This design comes from an exercise in tuning for small area on the open sky130 flow, not from production work. Where RTL was checked, it was by simulation tests only, not by an equivalence proof against the original. No functional check of the RTL was part of runs 2 and 3. Power is estimated from default activity; no workload was simulated.

`design.v`:
```
module sampler
(
  input  wire       clk_in_i,            
  input  wire       rst_n_ddmtdclk_i,    
  input  wire       clk_ddmtd_i,         
  output reg       clk_sampled_o         
);
  reg  clk_i_d0;
  reg  clk_i_d1;
  reg  clk_i_d2;
  always @(posedge clk_ddmtd_i) begin
    if (!rst_n_ddmtdclk_i) begin
    clk_i_d0 <= 1'b0;
    clk_i_d1 <= 1'b1;
    clk_i_d2 <= 1'b1;
    clk_sampled_o <= 1'b1;
    end
    else begin
    clk_i_d0      <= clk_in_i;
    clk_i_d1      <= ~clk_i_d0;  
    clk_i_d2      <= clk_i_d1;
    clk_sampled_o <= clk_i_d2;
    end
  end
endmodule
module deglitcher
(
  input  wire        rst_n_ddmtdclk_i,
  input  wire        clk_in_i,
  input  wire        clk_ddmtd_i,
  input  wire [15:0] deglitch_threshold_i,
  output reg  [15:0] tag_o,
  output wire        tag_p_o
);
  reg  [1:0]  state;
  reg  [15:0] stab_cntr;
  wire clk_sampled;
  sampler sampler_inst (
    .clk_in_i         (clk_in_i),
    .rst_n_ddmtdclk_i (rst_n_ddmtdclk_i),
    .clk_ddmtd_i      (clk_ddmtd_i),
    .clk_sampled_o    (clk_sampled)
  );
  wire got_edge  = state[1] &  state[0];
  wire wait_edge = state[1] & ~state[0];
  wire eq        = (stab_cntr == deglitch_threshold_i);
  wire clr       = got_edge ? (eq | ~clk_sampled) : clk_sampled;
  assign tag_p_o = ~state[1] & state[0];
  wire [15:0] stab_carry, tag_carry;
  inc_carry stab_inc (.q(stab_cntr), .c(stab_carry));
  inc_carry tag_inc  (.q(tag_o),     .c(tag_carry));
  always @(posedge clk_ddmtd_i) begin
    if (!rst_n_ddmtdclk_i) begin
      state     <= 2'b00;
      stab_cntr <= 16'd0;
    end else begin
      state[1]  <= state[1] ? ~(got_edge & eq) : eq;
      state[0]  <= state[1] & (state[0] | clk_sampled);
      stab_cntr <= clr ? 16'd0 : stab_cntr ^ stab_carry;
    end
  end
  wire tag_step = ~(got_edge & ~clk_sampled & ~eq);
  always @(posedge clk_ddmtd_i)
    tag_o <= (wait_edge & clk_sampled) ? 16'd0 : tag_o ^ (tag_carry & {16{tag_step}});
endmodule
module inc_carry
(
  input  wire [15:0] q,
  output wire [15:0] c
);
  wire [3:0] blk = {&q[15:12], &q[11:8], &q[7:4], &q[3:0]};
  wire [3:0] pre = {&blk[2:0], &blk[1:0], blk[0], 1'b1};
  genvar k;
  generate
    for (k = 0; k < 4; k = k + 1) begin : b
      assign c[4*k]   = pre[k];
      assign c[4*k+1] = pre[k] & q[4*k];
      assign c[4*k+2] = pre[k] & (&q[4*k+1:4*k]);
      assign c[4*k+3] = pre[k] & (&q[4*k+2:4*k]);
    end
  endgenerate
endmodule
module ddmtd
#(
  parameter integer COUNTER_BIT_WIDTH = 16
)
(
  input  wire rst_n_ddmtdclk_i,
  input  wire clk_a_i,
  input  wire clk_b_i,
  input  wire clk_ddmtd_i,
  input  wire [15:0]  deglitch_threshold_i,
  output wire signed [COUNTER_BIT_WIDTH-1:0] phase_diff_o,
  output reg                                 phase_diff_p_o
);
  wire [15:0] rel_a, rel_b;
  wire        tag_a_p, tag_b_p;
  deglitcher deglitcher_inst_a (
    .rst_n_ddmtdclk_i     (rst_n_ddmtdclk_i),
    .clk_in_i             (clk_a_i),
    .clk_ddmtd_i          (clk_ddmtd_i),
    .deglitch_threshold_i (deglitch_threshold_i),
    .tag_o                (rel_a),
    .tag_p_o              (tag_a_p)
  );
  deglitcher deglitcher_inst_b (
    .rst_n_ddmtdclk_i     (rst_n_ddmtdclk_i),
    .clk_in_i             (clk_b_i),
    .clk_ddmtd_i          (clk_ddmtd_i),
    .deglitch_threshold_i (deglitch_threshold_i),
    .tag_o                (rel_b),
    .tag_p_o              (tag_b_p)
  );
  reg  wait_a, wait_b;
  wire wait_tag = ~(wait_a | wait_b);
  wire done_a   = wait_a & tag_a_p;                  
  wire done_b   = wait_b & tag_b_p;                  
  wire both     = wait_tag & tag_a_p & tag_b_p;      
  wire only_a   = wait_tag & tag_a_p & ~tag_b_p;     
  wire only_b   = wait_tag & tag_b_p & ~tag_a_p;     
  always @(posedge clk_ddmtd_i) begin
    if (!rst_n_ddmtdclk_i) begin
      phase_diff_p_o <= 1'b0;
      wait_a         <= 1'b0;
      wait_b         <= 1'b0;
    end else begin
      phase_diff_p_o <= both | done_a | done_b;
      wait_a         <= only_b | (wait_a & ~tag_a_p);
      wait_b         <= only_a | (wait_b & ~tag_b_p);
    end
  end
  reg  [15:0] temp;
  wire        a_rel_b  = tag_b_p & ~wait_a;                
  wire        a_temp   = wait_a | (wait_b & ~tag_b_p);     
  wire        b_nrel_a = only_a | both | done_a;
  wire        b_ones   = wait_b & ~tag_b_p;
  wire        ci       = ~(wait_b | only_a);
  wire [15:0] a = ({16{a_rel_b}} & rel_b) | ({16{a_temp}} & temp);
  wire [15:0] b = ({16{b_nrel_a}} & ~rel_a) | ({16{done_b}} & temp) | {16{b_ones}};
  wire [15:0] g = a & b;
  wire [15:0] p = a ^ b;
  wire [16:0] c;
  assign c[0] = ci;
  genvar k;
  generate
    for (k = 0; k < 16; k = k + 4) begin : cla
      assign c[k+1] = g[k]   | (p[k]   & c[k]);
      assign c[k+2] = g[k+1] | (p[k+1] & g[k]) | (p[k+1] & p[k] & c[k]);
      assign c[k+3] = g[k+2] | (p[k+2] & g[k+1]) | (p[k+2] & p[k+1] & g[k])
                    | (p[k+2] & p[k+1] & p[k] & c[k]);
      assign c[k+4] = g[k+3] | (p[k+3] & g[k+2]) | (p[k+3] & p[k+2] & g[k+1])
                    | (p[k+3] & p[k+2] & p[k+1] & g[k])
                    | (p[k+3] & p[k+2] & p[k+1] & p[k] & c[k]);
    end
  endgenerate
  always @(posedge clk_ddmtd_i)
    temp <= p ^ c[15:0];
  assign phase_diff_o = temp;
endmodule
```
`flow/run.sh`:
```
#!/bin/bash
# The standard layout (standard.sh), with three changes:
#  - synthesis leaves the adders to ABC (no extract_fa into ha/fa cells) and
#    maps the logic with an area-oriented ABC script (flow/area.abc) instead of
#    ORFS's speed script; everything else in synthesis, and so every register,
#    is as in the standard synthesis;
#  - the port buffers are the smallest buffer (buf_1);
#  - clock tree synthesis adds no dummy loads.
set -e
W=$(pwd)
export BUFFER_PORTS_ARGS="-buffer_cell sky130_fd_sc_hd__buf_1"
export CTS_ARGS="-sink_clustering_enable -repair_clock_nets -dont_use_dummy_load -buf_list {sky130_fd_sc_hd__clkbuf_4 sky130_fd_sc_hd__clkbuf_8}"
cat > "$W/flow_synth.tcl" <<EOT
proc extract_fa {args} {
  puts "flow: extract_fa skipped; abc maps the adders"
}
proc abc {args} {
  set i [lsearch -exact \$args -script]
  if { \$i >= 0 } { lset args [expr { \$i + 1 }] $W/flow/area.abc }
  yosys abc {*}\$args
}
source $W/synth_recipe.tcl
EOT
bash standard.sh SYNTH_SCRIPT="$W/flow_synth.tcl" finish > standard.log 2>&1
```
`flow/area.abc`:
```
&get -n
&st
&syn2
&dch -f
&nf -a -R 1000
&put
```
`standard.sh`:
```
#!/bin/bash
# synth_recipe.tcl (not shown) runs the flow's synth.tcl, then flattens the netlist and writes it again
# the make line also repeats each setting of config.mk as NAME=value (left out here)
make -C /OpenROAD-flow-scripts/flow DESIGN_CONFIG=/design/flow/config.mk WORK_HOME=/design/flow/orfs CLKGATE_MAP_FILE= SYNTH_SCRIPT=/design/flow/synth_recipe.tcl "${@:-finish}"
```
`config.mk`:
```
export PLATFORM = sky130hd
export DESIGN_NAME = ddmtd
export DESIGN_NICKNAME = ddmtd
export VERILOG_FILES = /design/flow/design.v
export SDC_FILE = /design/flow/constraint.sdc
export NUM_CORES = 4
export LEC_CHECK = 0
export CAP_MARGIN = 0
export CORE_MARGIN = 2
export CORE_UTILIZATION = 60
export CTS_BUF_LIST = sky130_fd_sc_hd__clkbuf_4 sky130_fd_sc_hd__clkbuf_8
export GPL_TIMING_DRIVEN = 0
export SLEW_MARGIN = 0
```
`constraint.sdc`:
```
create_clock -name core_clock -period 4.0 [get_ports {clk_ddmtd_i}]
set_input_delay 0.8000 -clock core_clock [delete_from_list [all_inputs] [get_ports {clk_ddmtd_i}]]
set_output_delay 0.8000 -clock core_clock [all_outputs]
set_load 0.01 [all_outputs]
```
==> results by group, run 1 <==
Finish
  – Final Non-Filler Cells: 625
  – NumNets Final: 551
  – Diodes inserted: 0
  – Filler Cell Count: 584
  – Most frequent cells in the layout: 93 x dfxtp_1, 58 x nor2_1, 44 x xnor2_1, 42 x nor3_1, 36 x buf_1
  – Share of layout cells above drive strength 1: 0.0832
  – Syn-to-layout area delta: 13.3%
  – Most common cell after layout, fill and taps aside: dfxtp_1
  – Final Util: 0.701

Synthesis
  – Cell Area, Synth: 4210 sq um
  – Post-synthesis cell count: 476
  – Synth Area per Inst: 8.83 sq um
  – Largest family of logic cells by synthesized area: simple AND/OR/NAND/NOR gates
  – Netlist cell types: 33
  – Synth Area in Adders: 0.00952
  – XOR/XNOR Fraction of Synth Area: 0.140
  – Mux cell area share after synthesis: 0
  – Synth Area in Compound Gates: 0.165
  – Seq/Total Area, Yosys: 0.452
  – Number of enable flip-flop cells after synthesis: 0
  – Synthesized Nets: 496
  – Simple-Gate Fraction of Synth Area: 0.231
  – Main flop type after synthesis: dfxtp_1
  – Synthesis-stage register bit count: 95
  – Synth warn: 3
  – Async set or reset register ratio after synthesis: 0

STA
  – Max-slew violations: 0
  – Final setup fails: 0
  – Final Hold Viols: 0
  – Minimum clock period: 3.77 ns
  – Final worst clock skew: 0.0315 ns
  – Final period util: 0.942
  – Relative slew margins: 0.169
  – Worst-margin pin slew: 1.24 ns
  – Max frequency: 265 MHz
  – Post-route setup TNS: 0 ns

Placed design
  – Cells after DPL: 608
  – IO Port Bufs: 36
  – DPL Wire Length: 6.10 mm
  – GPL Wtd Cong: 0.806

Routing
  – Drt initial violations: 184
  – DR top layer: met4
  – DR WL met3: 179 um
  – DRC Markers: 0
  – DRT Wirelength: 8.57 mm
  – Via count: 3,454
  – Mean number of vias per cell: 5.53
  – Pre-Repair DR Iteration Count: 4
  – Metal-1 WL: 3.81 mm
  – Met2 WL: 4.42 mm
  – Antenna Violating Nets Remaining: 0
  – Wire per inst: 13.7 um

Pwr
  – Power, Total: 1650 uW
  – Max IR drop VDD: 252 uV
  – P per Cell Area: 346 nW/um^2
  – Leakage power: 0.00171 uW

Global route
  – Largest net degree at the start of global routing: 21
  – Gr ovfl total: 0
  – Initial antenna violation count: 0
  – Tot GR Track Use: 0.235
  – Vias in the first global route: 3,303
  – First-pass GRT wire length: 14.2 mm

Die
  – Placement row count: 30
  – Top Ports: 37
  – Initial Util: 0.619
  – Core area: 6790 sq um
  – Die height: 87.7 um
  – Die width: 87.7 um
  – Die ar.: 7690 sq um

Worst setup path
  – WS Path Type: in -> reg
  – Crit path arrival time: 3.97 ns
  – Crit path cell chain: buf_1, xor2_1, nor4_2, nand3_2, nand3_1, o21a_1, and3_1, and2_1, and3_2, and3_1, and2_1, and3_1, and2_1, and3_2, and3_1, nor3_1
  – Setup crit end kind: register
  – CP max FO: 5
  – CP max stage delay: 0.36 ns
  – CP bufs+invs: 1
  – Crit start category: input pin
  – CP max stage cell: nor4_2
  – Most frequent CP cell: and3_1
  – Req. time, crit path: 4.20 ns
  – Worst path top cell family by delay: simple AND/OR/NAND/NOR gates

Clock tree
  – CTS H-Tree Depth: 3
  – Clock transition at path regs: 0.09 ns
  – CTS Buffer Depth: 2
  – Root buffer cell: clkbuf_8
  – Latest clock arrival within the worst-skew pair: 0.35 ns
  – CTS tree: yes
  – Clk sinks: 95
  – CTS Buf Count: 9

Worst hold path
  – Worst min-delay path class: reg -> reg

Run
  – Max Cap Viol: 0

Outcome
  – Outcome: timing/DRC/antenna clean
cell usage after synthesis (8+ instances only):
master     n  area share
a22oi_1    8       0.014
a211oi_1  15       0.027
nor2_1    60       0.054
and3_1    23       0.034
nor3_1    43       0.051
o21ai_0   30       0.036
xnor2_1   45       0.094
a21oi_1   29       0.035
nand2_1   20       0.018
a22o_1     8       0.017
nor2b_1   10       0.015
xor2_1    22       0.046
dfxtp_1   95        0.45
and2_0    18       0.027
metrics by stage:
stage	worst slack, ns	hold WS, ns	area [sq um]
global route	-0.0123	0.397	4760
global placement	-0.991	0.353	4460
CTS	-0.0173	0.382	4660
detailed placement	-1.09	0.360	4460
floorplan	0.0856	0.350	4210
finish	0.233	0.379	4760
final cells by class:
type,instances,area [sq um],area share
Sequential cell,95,1910,0.400
Timing Repair Buffer,44,195,0.0410
Tap cell,96,120,0.0252
Multi-Input combinational cell,377,2400,0.504
Clock buffer,9,124,0.0260
Inverter,4,15.0,0.00315
worst paths after layout:
| kind | start | end | slack [ns] | depth (start not counted) |
|---|---|---|---|---|
| min | deglitcher_inst_b.sampler_inst.clk_i_d0$_SDFF_PN0_ | deglitcher_inst_b.sampler_inst.clk_i_d1$_SDFF_PN1_ | 0.38 | 1 |
| min reg2reg | deglitcher_inst_b.sampler_inst.clk_i_d0$_SDFF_PN0_ | deglitcher_inst_b.sampler_inst.clk_i_d1$_SDFF_PN1_ | 0.38 | 1 |
| max reg2reg | deglitcher_inst_b.state[1]$_SDFF_PN0_ | temp[14]$_DFF_P_ | 0.25 | 17 |
| max | deglitch_threshold_i[6] | deglitcher_inst_a.tag_o[15]$_SDFF_PP0_ | 0.23 | 16 |
state kept, by name, summed over array words and instances (netlist names):
| signal | count |
|---|---|
| deglitcher_inst_b.sampler_inst.clk_i_d2 | 1 |
| deglitcher_inst_b.state | 2 |
| deglitcher_inst_a.stab_cntr | 16 |
| deglitcher_inst_b.stab_cntr | 16 |
| deglitcher_inst_a.sampler_inst.clk_i_d0 | 1 |
| deglitcher_inst_b.sampler_inst.clk_i_d0 | 1 |
| deglitcher_inst_b.tag_o | 16 |
| deglitcher_inst_a.sampler_inst.clk_sampled_o | 1 |
| deglitcher_inst_a.sampler_inst.clk_i_d2 | 1 |
| temp | 16 |
| deglitcher_inst_a.tag_o | 16 |
| deglitcher_inst_a.state | 2 |
| phase_diff_p_o | 1 |
| wait_a | 1 |
| wait_b | 1 |
| deglitcher_inst_a.sampler_inst.clk_i_d1 | 1 |
| deglitcher_inst_b.sampler_inst.clk_sampled_o | 1 |
| deglitcher_inst_b.sampler_inst.clk_i_d1 | 1 |
cells by family after synthesis:
kind of cell / after synthesis
XOR/XNOR: 67
flip-flops: 95
AND/OR/NAND/NOR: 196
adder cells (fa/ha/maj): 4
AO/OA/AOI/OAI: 110
buffers and inverters: 4
where the power goes:
part / total [uW] / internal, uW / switching (uW)
Sequential: 1060 / 1010 / 52.4
Clock: 483 / 202 / 281
Combinational: 104 / 51.2 / 53.1
Total: 1650 / 1260 / 386
timing repair:
item	in CTS	in global routing
pin swaps	1	7
buffers inserted	2	6
endpoints found under the setup margin	15	9
resized for setup	25	22
cloned	0	0
hold buffers	0	0
per-layer routing:
layer / GRT usage / vias to the layer above
met5: 0 / -
met4: 0.106 / 0
met3: 0.0320 / 12
met2: 0.437 / 50
met1: 0.264 / 1592
li1: - / 1800
==> inputs of run 2 (changes only) <==
--- a/design.v
+++ b/design.v
@@ -47,8 +47,8 @@
   wire clr       = got_edge ? (eq | ~clk_sampled) : clk_sampled;
   assign tag_p_o = ~state[1] & state[0];
   wire [15:0] stab_carry, tag_carry;
-  inc_carry stab_inc (.q(stab_cntr), .c(stab_carry));
-  inc_carry tag_inc  (.q(tag_o),     .c(tag_carry));
+  inc_carry stab_inc (.q(stab_cntr), .ci(1'b1), .c(stab_carry));
+  inc_carry tag_inc  (.q(tag_o),     .ci(clk_sampled | eq), .c(tag_carry));
   always @(posedge clk_ddmtd_i) begin
     if (!rst_n_ddmtdclk_i) begin
       state     <= 2'b00;
@@ -59,17 +59,17 @@
       stab_cntr <= clr ? 16'd0 : stab_cntr ^ stab_carry;
     end
   end
-  wire tag_step = ~(got_edge & ~clk_sampled & ~eq);
   always @(posedge clk_ddmtd_i)
-    tag_o <= (wait_edge & clk_sampled) ? 16'd0 : tag_o ^ (tag_carry & {16{tag_step}});
+    tag_o <= wait_edge ? 16'd0 : tag_o ^ tag_carry;
 endmodule
 module inc_carry
 (
   input  wire [15:0] q,
+  input  wire        ci,
   output wire [15:0] c
 );
   wire [3:0] blk = {&q[15:12], &q[11:8], &q[7:4], &q[3:0]};
-  wire [3:0] pre = {&blk[2:0], &blk[1:0], blk[0], 1'b1};
+  wire [3:0] pre = {ci & (&blk[2:0]), ci & (&blk[1:0]), ci & blk[0], ci};
   genvar k;
   generate
     for (k = 0; k < 4; k = k + 1) begin : b
==> results by group, run 2 <==
Global route
  – First-pass GRT wire length: 14.1 mm (was 14.2 mm)
  – Gr ovfl total: 0 (unchanged)
  – Initial antenna violation count: 0 (unchanged)
  – Largest net degree at the start of global routing: 21 (unchanged)
  – Tot GR Track Use: 0.234 (was 0.235)
  – Vias in the first global route: 3,205 (was 3,303)

Routing
  – Mean number of vias per cell: 5.47 (was 5.53)
  – Via count: 3,424 (was 3,454)
  – Wire per inst: 13.5 um (was 13.7 um)
  – Drt initial violations: 118 (was 184)
  – DRT Wirelength: 8.43 mm (was 8.57 mm)
  – Antenna Violating Nets Remaining: 0 (unchanged)
  – DRC Markers: 0 (unchanged)
  – Pre-Repair DR Iteration Count: 5 (was 4)

Synthesis
  – Cell Area, Synth: 4210 sq um (about the same)
  – Most frequent cells after synthesis: 95 x dfxtp_1, 58 x nor2_1, 46 x xnor2_1, 41 x nor3_1 (was 95 x dfxtp_1, 60 x nor2_1, 45 x xnor2_1, 43 x nor3_1, 30 x o21ai_0)
  – Netlist cell types: 32 (was 33)
  – Top-area cell type share of the netlist area: 0.452 (about the same)
  – Most frequent cell after synthesis: dfxtp_1 (unchanged)
  – Synthesis-stage register bit count: 95 (unchanged)
  – Number of enable flip-flop cells after synthesis: 0 (unchanged)
  – Synth warn: 3 (unchanged)
  – Seq/Total Area, Yosys: 0.452 (about the same)
  – Top post-synthesis cells by area: dfxtp_1 45%, xnor2_1 9.6%, xor2_1 5.4%, nor2_1 5.2%, nor3_1 4.9% (was dfxtp_1 45%, xnor2_1 9.4%, nor2_1 5.4%, nor3_1 5.1%, xor2_1 4.6%)
  – Synth Area per Inst: 8.85 sq um (was 8.83 sq um)
  – Leading area contributor after synthesis: dfxtp_1 (unchanged)
  – Synthesized Nets: 496 (unchanged)
  – Main flop type after synthesis: dfxtp_1 (unchanged)
  – Async set or reset register ratio after synthesis: 0 (unchanged)
  – Post-synthesis cell count: 476 (unchanged)

Worst setup path
  – Crit start category: register (was input pin)
  – Req. time, crit path: 4.24 ns (was 4.20 ns)
  – Crit path arrival time: 4.05 ns (was 3.97 ns)
  – Setup crit end kind: register (unchanged)
  – CP max FO: 6 (was 5)
  – WS Path Type: reg -> reg (was in -> reg)

STA
  – Unrepaired setup endpoints after global routing: yes
  – Relative slew margins: 0.134 (was 0.169)
  – Final period util: 0.952 (was 0.942)
  – Max-slew violations: 0 (unchanged)
  – Minimum clock period: 3.81 ns (was 3.77 ns)
  – Final worst clock skew: 0.0228 ns (was 0.0315 ns)
  – Slack of the critical path: 0.193 ns (was 0.233 ns)
  – Final Hold Viols: 0 (unchanged)
  – Max frequency: 263 MHz (was 265 MHz)
  – Final setup fails: 0 (unchanged)
  – Worst-margin pin slew: 1.29 ns (was 1.24 ns)

Finish
  – Share of layout cells above drive strength 1: 0.0660 (was 0.0832)
  – Diodes inserted: 0 (unchanged)
  – Most common cell after layout, fill and taps aside: dfxtp_1 (unchanged)
  – Syn-to-layout area delta: 12.8% (was 13.3%)
  – Final Util: 0.699 (was 0.701)
  – NumNets Final: 552 (was 551)
  – Most frequent cells in the layout: 93 x dfxtp_1, 57 x nor2_1, 45 x xnor2_1, 41 x nor3_1, 36 x buf_1 (was 93 x dfxtp_1, 58 x nor2_1, 44 x xnor2_1, 42 x nor3_1, 36 x buf_1)

Clock tree
  – CTS H-Tree Depth: 3 (unchanged)
  – CTS tree: yes (unchanged)
  – Clock transition at path regs: 0.09 ns (about the same)
  – CTS Buffer Depth: 2 (unchanged)
  – Root buffer cell: clkbuf_8 (unchanged)
  – CTS Buf Count: 9 (unchanged)
  – Latest clock arrival within the worst-skew pair: 0.36 ns (was 0.35 ns)
  – Clk sinks: 95 (unchanged)

Run
  – Max Cap Viol: 0 (unchanged)

Die
  – Core area: 6790 sq um (unchanged)
  – Die width: 87.8 um (was 87.7 um)
  – Placement row count: 30 (unchanged)
  – Initial Util: 0.620 (was 0.619)
  – Top Ports: 37 (unchanged)
  – Die height: 87.8 um (was 87.7 um)
  – Die ar.: 7710 sq um (was 7690 sq um)

Pwr
  – Sw power: 442 uW (was 386 uW)
  – Combinational cell fraction of total power: 0.097 (was 0.063)
  – Power, Total: 1760 uW (was 1650 uW)
  – Switch share: 0.251 (was 0.234)
  – Sequential power share: 0.625 (was 0.644)
  – Max IR drop VDD: 227 uV (was 252 uV)
  – Clock network power share: 0.279 (was 0.293)
  – P per Cell Area: 371 nW/um^2 (was 346 nW/um^2)
  – Leakage power: 0.00170 uW (was 0.00171 uW)
  – Int Pwr: 1320 uW (was 1260 uW)

Placed design
  – Setup WS pre-CTS: -1.03 ns (was -1.09 ns)
  – DPL Wire Length: 5.68 mm (was 6.10 mm)
  – GPL Wtd Cong: 0.827 (was 0.806)
  – IO Port Bufs: 36 (unchanged)

Worst hold path
  – Worst min-delay path class: reg -> reg (unchanged)

Outcome
  – Outcome: timing/DRC/antenna clean (unchanged)
==> run 2: cell count changes in the layout (fill, tap and decap cells not counted), sizes merged, moves of 2 or more <==
cell,previous run,this run
a211oi,15,7
o21ai,30,34
nand2b,7,10
o211ai,3,0
xor2,22,26
nor3,43,41
a21oi,29,34
nand2,20,13
clkinv,4,7
nor2,60,58
==> run 2: worst paths after layout <==
kind	cells past startpoint	to	from	slack (ns)
setup reg to reg	19	temp[14]$_DFF_P_	deglitcher_inst_b.state[0]$_SDFF_PN0_	0.19
hold / removal	1	deglitcher_inst_a.sampler_inst.clk_i_d1$_SDFF_PN1_	deglitcher_inst_a.sampler_inst.clk_i_d0$_SDFF_PN0_	0.38
setup / recovery	19	temp[14]$_DFF_P_	deglitcher_inst_b.state[0]$_SDFF_PN0_	0.19
hold reg to reg	1	deglitcher_inst_a.sampler_inst.clk_i_d1$_SDFF_PN1_	deglitcher_inst_a.sampler_inst.clk_i_d0$_SDFF_PN0_	0.38
==> run 2: routing by layer <==
layer	part of all wire	track usage	vias up
li1	-	-	1780
met5	0	0	-
met3	0.034	0.0594	8
met4	0.014	0.0825	0
met2	0.49	0.407	54
met1	0.46	0.281	1582
==> run 2: kinds of logic (layout without fill, tap and decap cells) <==
logic type | after synthesis | count (layout) | share of synthesized area
compound gates | 107 | 107 | 0.153
simple gates | 191 | 191 | 0.230
xor+xnor | 72 | 72 | 0.150
flops | 95 | 95 | 0.452
fa+ha+maj | 4 | 4 | 0.00951
buf+inv | 7 | 61 | 0.00624
==> run 2: power by group through the flow <==
stage / clock network, uW / logic [uW] / registers (uW)
after floorplan: 0 / 136 / 1100
after global placement: 0 / 160 / 1120
after detailed placement: 0 / 170 / 1120
after CTS: 504 / 170 / 1100
after global routing: 536 / 200 / 1110
final: 491 / 171 / 1100
==> run 2: final cells by class <==
| type | count | area, sq um |
|---|---|---|
| fillers | 531 | 2040 |
| flip-flops and latches | 95 | 1910 |
| multi-input cells | 374 | 2370 |
| repair buffers | 45 | 203 |
| inverters | 7 | 26.3 |
| clock buffers | 9 | 124 |
| well taps | 96 | 120 |
==> run 2: metrics by stage <==
stage          cells  instance area, sq um  setup TNS, ns  hold WS [ns]
2_1_floorplan    476                  4210              0         0.350
5_1_grt          626                  4750        -0.0469         0.387
3_3_place_gp     608                  4470          -4.06         0.353
3_5_place_dp     608                  4470          -5.03         0.357
6_report         626                  4750              0         0.377
4_1_cts          618                  4630              0         0.380
==> run 2: repair_timing <==
action,in CTS,in global routing
buffers inserted,1,8
resized for setup,13,21
hold buffers,0,0
pin swaps,1,3
endpoints found under the setup margin,9,9
==> run 2: worst max-delay path, stage by stage, from the launching register on <==
cell	delay, ns
dfxtp_2	0.39
nor2b_4	0.22
nor2b_4	0.08
or2_4	0.28
a22o_1	0.23
maj3_1	0.38
nor2b_1	0.16
nor2b_1	0.15
o31ai_2	0.30
clkinv_1	0.11
nand2_1	0.12
o41ai_2	0.10
nor2b_1	0.16
a21oi_2	0.15
nand3b_1	0.15
a31oi_1	0.12
nor2b_1	0.18
nor2_1	0.16
o21ai_0	0.12
xor2_1	0.15
==> inputs of run 3 (changes only) <==
--- a/design.v
+++ b/design.v
@@ -47,8 +47,8 @@
   wire clr       = got_edge ? (eq | ~clk_sampled) : clk_sampled;
   assign tag_p_o = ~state[1] & state[0];
   wire [15:0] stab_carry, tag_carry;
-  inc_carry stab_inc (.q(stab_cntr), .ci(1'b1), .c(stab_carry));
-  inc_carry tag_inc  (.q(tag_o),     .ci(clk_sampled | eq), .c(tag_carry));
+  inc_carry stab_inc (.q(stab_cntr), .c(stab_carry));
+  inc_carry tag_inc  (.q(tag_o),     .c(tag_carry));
   always @(posedge clk_ddmtd_i) begin
     if (!rst_n_ddmtdclk_i) begin
       state     <= 2'b00;
@@ -59,26 +59,16 @@
       stab_cntr <= clr ? 16'd0 : stab_cntr ^ stab_carry;
     end
   end
+  wire tag_step = ~(got_edge & ~clk_sampled & ~eq);
   always @(posedge clk_ddmtd_i)
-    tag_o <= wait_edge ? 16'd0 : tag_o ^ tag_carry;
+    tag_o <= (wait_edge & clk_sampled) ? 16'd0 : tag_o ^ (tag_carry & {16{tag_step}});
 endmodule
 module inc_carry
 (
   input  wire [15:0] q,
-  input  wire        ci,
   output wire [15:0] c
 );
-  wire [3:0] blk = {&q[15:12], &q[11:8], &q[7:4], &q[3:0]};
-  wire [3:0] pre = {ci & (&blk[2:0]), ci & (&blk[1:0]), ci & blk[0], ci};
-  genvar k;
-  generate
-    for (k = 0; k < 4; k = k + 1) begin : b
-      assign c[4*k]   = pre[k];
-      assign c[4*k+1] = pre[k] & q[4*k];
-      assign c[4*k+2] = pre[k] & (&q[4*k+1:4*k]);
-      assign c[4*k+3] = pre[k] & (&q[4*k+2:4*k]);
-    end
-  endgenerate
+  assign c = {c[14:0] & q[14:0], 1'b1};
 endmodule
 module ddmtd
 #(
@@ -139,20 +129,7 @@
   wire [15:0] b = ({16{b_nrel_a}} & ~rel_a) | ({16{done_b}} & temp) | {16{b_ones}};
   wire [15:0] g = a & b;
   wire [15:0] p = a ^ b;
-  wire [16:0] c;
-  assign c[0] = ci;
-  genvar k;
-  generate
-    for (k = 0; k < 16; k = k + 4) begin : cla
-      assign c[k+1] = g[k]   | (p[k]   & c[k]);
-      assign c[k+2] = g[k+1] | (p[k+1] & g[k]) | (p[k+1] & p[k] & c[k]);
-      assign c[k+3] = g[k+2] | (p[k+2] & g[k+1]) | (p[k+2] & p[k+1] & g[k])
-                    | (p[k+2] & p[k+1] & p[k] & c[k]);
-      assign c[k+4] = g[k+3] | (p[k+3] & g[k+2]) | (p[k+3] & p[k+2] & g[k+1])
-                    | (p[k+3] & p[k+2] & p[k+1] & g[k])
-                    | (p[k+3] & p[k+2] & p[k+1] & p[k] & c[k]);
-    end
-  endgenerate
+  wire [16:0] c = {g | (p & c[15:0]), ci};
   always @(posedge clk_ddmtd_i)
     temp <= p ^ c[15:0];
   assign phase_diff_o = temp;
==> results by group, run 3 <==
STA
  – Slack of the critical path: -0.630 ns (was 0.193 ns)
  – Worst-margin pin slew: 1.22 ns (was 1.29 ns)
  – Final worst clock skew: 0.0235 ns (was 0.0228 ns)
  – Max frequency: 216 MHz (was 263 MHz)
  – Final period util: 1.16 (was 0.952)
  – Post-route setup TNS: -2.25 ns (was 0 ns)
  – Minimum clock period: 4.63 ns (was 3.81 ns)
  – Relative slew margins: 0.181 (was 0.134)
  – Unrepaired setup endpoints after global routing: yes (unchanged)
  – Final setup fails: 5 (was 0)
  – Final Hold Viols: 0 (unchanged)
  – Max-slew violations: 0 (unchanged)

Clock tree
  – CTS Buffer Depth: 2 (unchanged)
  – Hold_buf cts: 0 (unchanged)
  – CTS Buf Count: 9 (unchanged)
  – Clock transition at path regs: 0.09 ns (about the same)
  – CTS tree: yes (unchanged)
  – CTS H-Tree Depth: 3 (unchanged)
  – Root buffer cell: clkbuf_8 (unchanged)
  – Clk sinks: 95 (unchanged)
  – Latest clock arrival within the worst-skew pair: 0.36 ns (about the same)

Pwr
  – Sw power: 421 uW (was 442 uW)
  – Clock network power share: 0.281 (was 0.279)
  – Leakage power: 0.00190 uW (was 0.00170 uW)
  – Switch share: 0.245 (was 0.251)
  – Sequential power share: 0.639 (was 0.625)
  – Power, Total: 1720 uW (was 1760 uW)
  – Combinational cell fraction of total power: 0.080 (was 0.097)
  – P per Cell Area: 341 nW/um^2 (was 371 nW/um^2)
  – Int Pwr: 1300 uW (was 1320 uW)
  – Max IR drop VDD: 280 uV (was 227 uV)

Finish
  – Share of layout cells above drive strength 1: 0.176 (was 0.0660)
  – Most frequent cells in the layout: 89 x dfxtp_1, 56 x nor2_1, 49 x xnor2_1, 45 x nor3_1, 45 x buf_4 (was 93 x dfxtp_1, 57 x nor2_1, 45 x xnor2_1, 41 x nor3_1, 36 x buf_1)
  – Syn-to-layout area delta: 21.9% (was 12.8%)
  – Diodes inserted: 0 (unchanged)
  – NumNets Final: 579 (was 552)
  – Most common cell after layout, fill and taps aside: dfxtp_1 (unchanged)
  – Final Non-Filler Cells: 637 (was 626)

Worst setup path
  – Most frequent CP cell: maj3_2 (was nor2b_1)
  – CP max stage delay: 0.37 ns (was 0.39 ns)
  – CP max stage cell: dfxtp_4 (was dfxtp_2)
  – Crit path arrival time: 4.87 ns (was 4.05 ns)
  – CP max FO: 5 (was 6)
  – WS Path Type: reg -> reg (unchanged)
  – Crit start category: register (unchanged)
  – Setup crit end kind: register (unchanged)
  – FF-to-FF setup slack: -0.63 ns (was 0.19 ns)
  – Req. time, crit path: 4.24 ns (about the same)
  – Crit path cell chain: nor2b_4, nor2_4, or2_4, buf_6, a22oi_2, buf_4, nand2b_4, o21a_1, o21ai_2, maj3_2, nor2_2, nor2_2, inv_2, maj3_2, a21oi_4, a22o_1, maj3_2, maj3_2, maj3_2, maj3_2, clkinv_2, maj3_2, maj3_2, xnor2_2 (was nor2b_4, nor2b_4, or2_4, a22o_1, maj3_1, nor2b_1, nor2b_1, o31ai_2, clkinv_1, nand2_1, o41ai_2, nor2b_1, a21oi_2, nand3b_1, a31oi_1, nor2b_1, nor2_1, o21ai_0, xor2_1)

Die
  – Die ar.: 7570 sq um (was 7710 sq um)
  – Die width: 87.0 um (was 87.8 um)
  – Die height: 87.0 um (was 87.8 um)
  – Initial Util: 0.615 (was 0.620)
  – Core area: 6720 sq um (was 6790 sq um)
  – Top Ports: 37 (unchanged)
  – Placement row count: 30 (unchanged)

Synthesis
  – Main flop type after synthesis: dfxtp_1 (unchanged)
  – Most frequent cell after synthesis: dfxtp_1 (unchanged)
  – Async set or reset register ratio after synthesis: 0 (unchanged)
  – Seq/Total Area, Yosys: 0.460 (was 0.452)
  – Top-area cell type share of the netlist area: 0.460 (was 0.452)
  – Leading area contributor after synthesis: dfxtp_1 (unchanged)
  – Synth warn: 3 (unchanged)
  – Cell Area, Synth: 4130 sq um (was 4210 sq um)
  – Netlist cell types: 24 (was 32)
  – Synthesized Nets: 484 (was 496)
  – Top post-synthesis cells by area: dfxtp_1 46%, xnor2_1 11%, nor2_1 5.6%, xor2_1 5.5%, nor3_1 5.4% (was dfxtp_1 45%, xnor2_1 9.6%, xor2_1 5.4%, nor2_1 5.2%, nor3_1 4.9%)
  – Post-synthesis cell count: 464 (was 476)
  – Synthesis-stage register bit count: 95 (unchanged)
  – Synth Area per Inst: 8.91 sq um (was 8.85 sq um)
  – Most frequent cells after synthesis: 95 x dfxtp_1, 62 x nor2_1, 51 x xnor2_1, 45 x nor3_1, 34 x o21ai_0 (was 95 x dfxtp_1, 58 x nor2_1, 46 x xnor2_1, 41 x nor3_1)
  – Number of enable flip-flop cells after synthesis: 0 (unchanged)

Global route
  – First-pass GRT wire length: 14.7 mm (was 14.1 mm)
  – Vias in the first global route: 3,369 (was 3,205)
  – Largest net degree at the start of global routing: 18 (was 21)
  – Initial antenna violation count: 0 (unchanged)
  – Gr ovfl total: 0 (unchanged)
  – Tot GR Track Use: 0.243 (was 0.234)

Outcome
  – SO Viols: negative setup slack
  – Outcome: complete, but fails checks (was timing/DRC/antenna clean)

Routing
  – Drt initial violations: 116 (was 118)
  – DRC Markers: 0 (unchanged)
  – Via count: 3,494 (was 3,424)
  – Mean number of vias per cell: 5.49 (was 5.47)
  – DRT Wirelength: 8.80 mm (was 8.43 mm)
  – Pre-Repair DR Iteration Count: 6 (was 5)
  – Wire per inst: 13.8 um (was 13.5 um)
  – Antenna Violating Nets Remaining: 0 (unchanged)

Placed design
  – IO Port Bufs: 36 (unchanged)
  – GPL Wtd Cong: 0.754 (was 0.827)
  – DPL Wire Length: 5.64 mm (was 5.68 mm)
  – Cells after DPL: 580 (was 608)

Worst hold path
  – Worst min-delay path class: reg -> reg (unchanged)

Run
  – Max Cap Viol: 0 (unchanged)
run 3: cell count changes after synthesis, sizes merged, moves of 3 or more:
cell	change
nor2b	-9
a21oi	-8
maj3	+5
nand2b	-5
xnor2	+5
nor2	+4
nor3	+4
nand3	+3
run 3: cells by family (layout without fill, tap and decap cells):
kind of cell | count (synthesis) | count (layout) | synth area share
AND/OR/NAND/NOR | 186 | 186 | 0.221
flip-flops | 95 | 95 | 0.460
AO/OA/AOI/OAI | 88 | 88 | 0.126
XOR/XNOR | 77 | 77 | 0.163
adder cells (fa/ha/maj) | 9 | 9 | 0.0218
buffers and inverters | 9 | 102 | 0.00817
run 3: worst paths after layout:
check,cells past startpoint,end,startpoint
worst min-delay path,1,deglitcher_inst_b.sampler_inst.clk_i_d1$_SDFF_PN1_,deglitcher_inst_b.sampler_inst.clk_i_d0$_SDFF_PN0_
worst min register to register,1,deglitcher_inst_b.sampler_inst.clk_i_d1$_SDFF_PN1_,deglitcher_inst_b.sampler_inst.clk_i_d0$_SDFF_PN0_
worst max-delay path,24,temp[15]$_DFF_P_,deglitcher_inst_b.state[1]$_SDFF_PN0_
worst max register to register,24,temp[15]$_DFF_P_,deglitcher_inst_b.state[1]$_SDFF_PN0_
run 3: power by group through the flow:
stage	Combinational, uW	Clock [uW]	Sequential [uW]
6_report	137	484	1100
4_1_cts	138	500	1090
5_1_grt	159	536	1110
2_1_floorplan	106	0	1100
3_5_place_dp	136	0	1120
3_3_place_gp	128	0	1110
run 3: metal layers:
layer | track usage | routed length, um | up-vias
met2 | 0.406 | 4250 | 58
met1 | 0.315 | 4110 | 1606
li1 | - | - | 1819
met5 | 0 | 0 | -
met3 | 0.0294 | 331 | 11
met4 | 0.109 | 106 | 0
run 3: stage by stage:
stage	utilization	setup WS [ns]	cell area [sq um]	hold slack, ns
after floorplan	-	-0.598	4240	0.350
after global placement	0.666	-1.08	4470	0.363
after detailed placement	0.666	-1.15	4470	0.362
after CTS	0.728	-0.543	4890	0.390
after global routing	0.750	-0.817	5040	0.402
final	0.750	-0.630	5040	0.384
run 3: what timing repair did:
item / CTS / global route
gates cloned: 0 / 0
pin swaps: 23 / 20
buffers inserted: 34 / 14
setup endpoints to repair: 5 / 9
resized for setup: 12 / 14
run 3: critical path: cells and delay by family, from the launching register on:
kind	cells	cell delay (ns)
flops	1	0.37
fa+ha+maj	8	2.25
xor+xnor	1	0.06
simple gates	6	0.77
compound gates	5	0.70
buf+inv	4	0.37
run 3: area by class of cell:
| cell class | instances | area (sq um) |
|---|---|---|
| Sequential cell | 95 | 1920 |
| Fill cell | 520 | 1680 |
| Timing Repair Buffer | 84 | 507 |
| Tap cell | 80 | 100 |
| Inverter | 9 | 45.0 |
| Multi-Input combinational cell | 360 | 2340 |
| Clock buffer | 9 | 124 |

[port drivers added, routing unchanged]
The results above use ideal ports. As a check the final layouts listed here were re-extracted and re-timed, cells and wires unchanged.
Step 1 (the two cells are an assumption about what drives the block):
set clk [get_ports {clk_ddmtd_i}]
set_driving_cell -lib_cell sky130_fd_sc_hd__clkbuf_16 $clk
set_driving_cell -lib_cell sky130_fd_sc_hd__buf_2 [delete_from_list [all_inputs] $clk]
Step 2, shift: input delay + t, output delay - t, t = (earliest + latest rising clock arrival at the registers) / 2. This alone moves slack from input paths to output paths.
Slacks: no drivers / after step 1 / after step 2; pairs: no drivers / after step 1.
| run | t, ns | setup slack, ns | hold slack, ns | worst setup path at the end | latest minus earliest clock arrival (ns) |
|---|---|---|---|---|---|
| run 1 | 0.363 | 0.233 / 0.245 / -0.119 | 0.379 / 0.379 / 0.379 | input to register | 0.032 / 0.031 |
| run 2 | 0.381 | 0.193 / 0.193 / -0.015 | 0.377 / 0.377 / 0.377 | input to register | 0.023 / 0.023 |
| run 3 | 0.379 | -0.630 / -0.630 / -0.630 | 0.384 / 0.384 / 0.384 | register to register | 0.023 / 0.023 |
Met with ideal ports but missed after step 2: setup timing in run 1 and run 2. For run 1, which loses most, drivers alone change the setup slack by +0.012 ns; drivers and shift together by -0.352 ns.
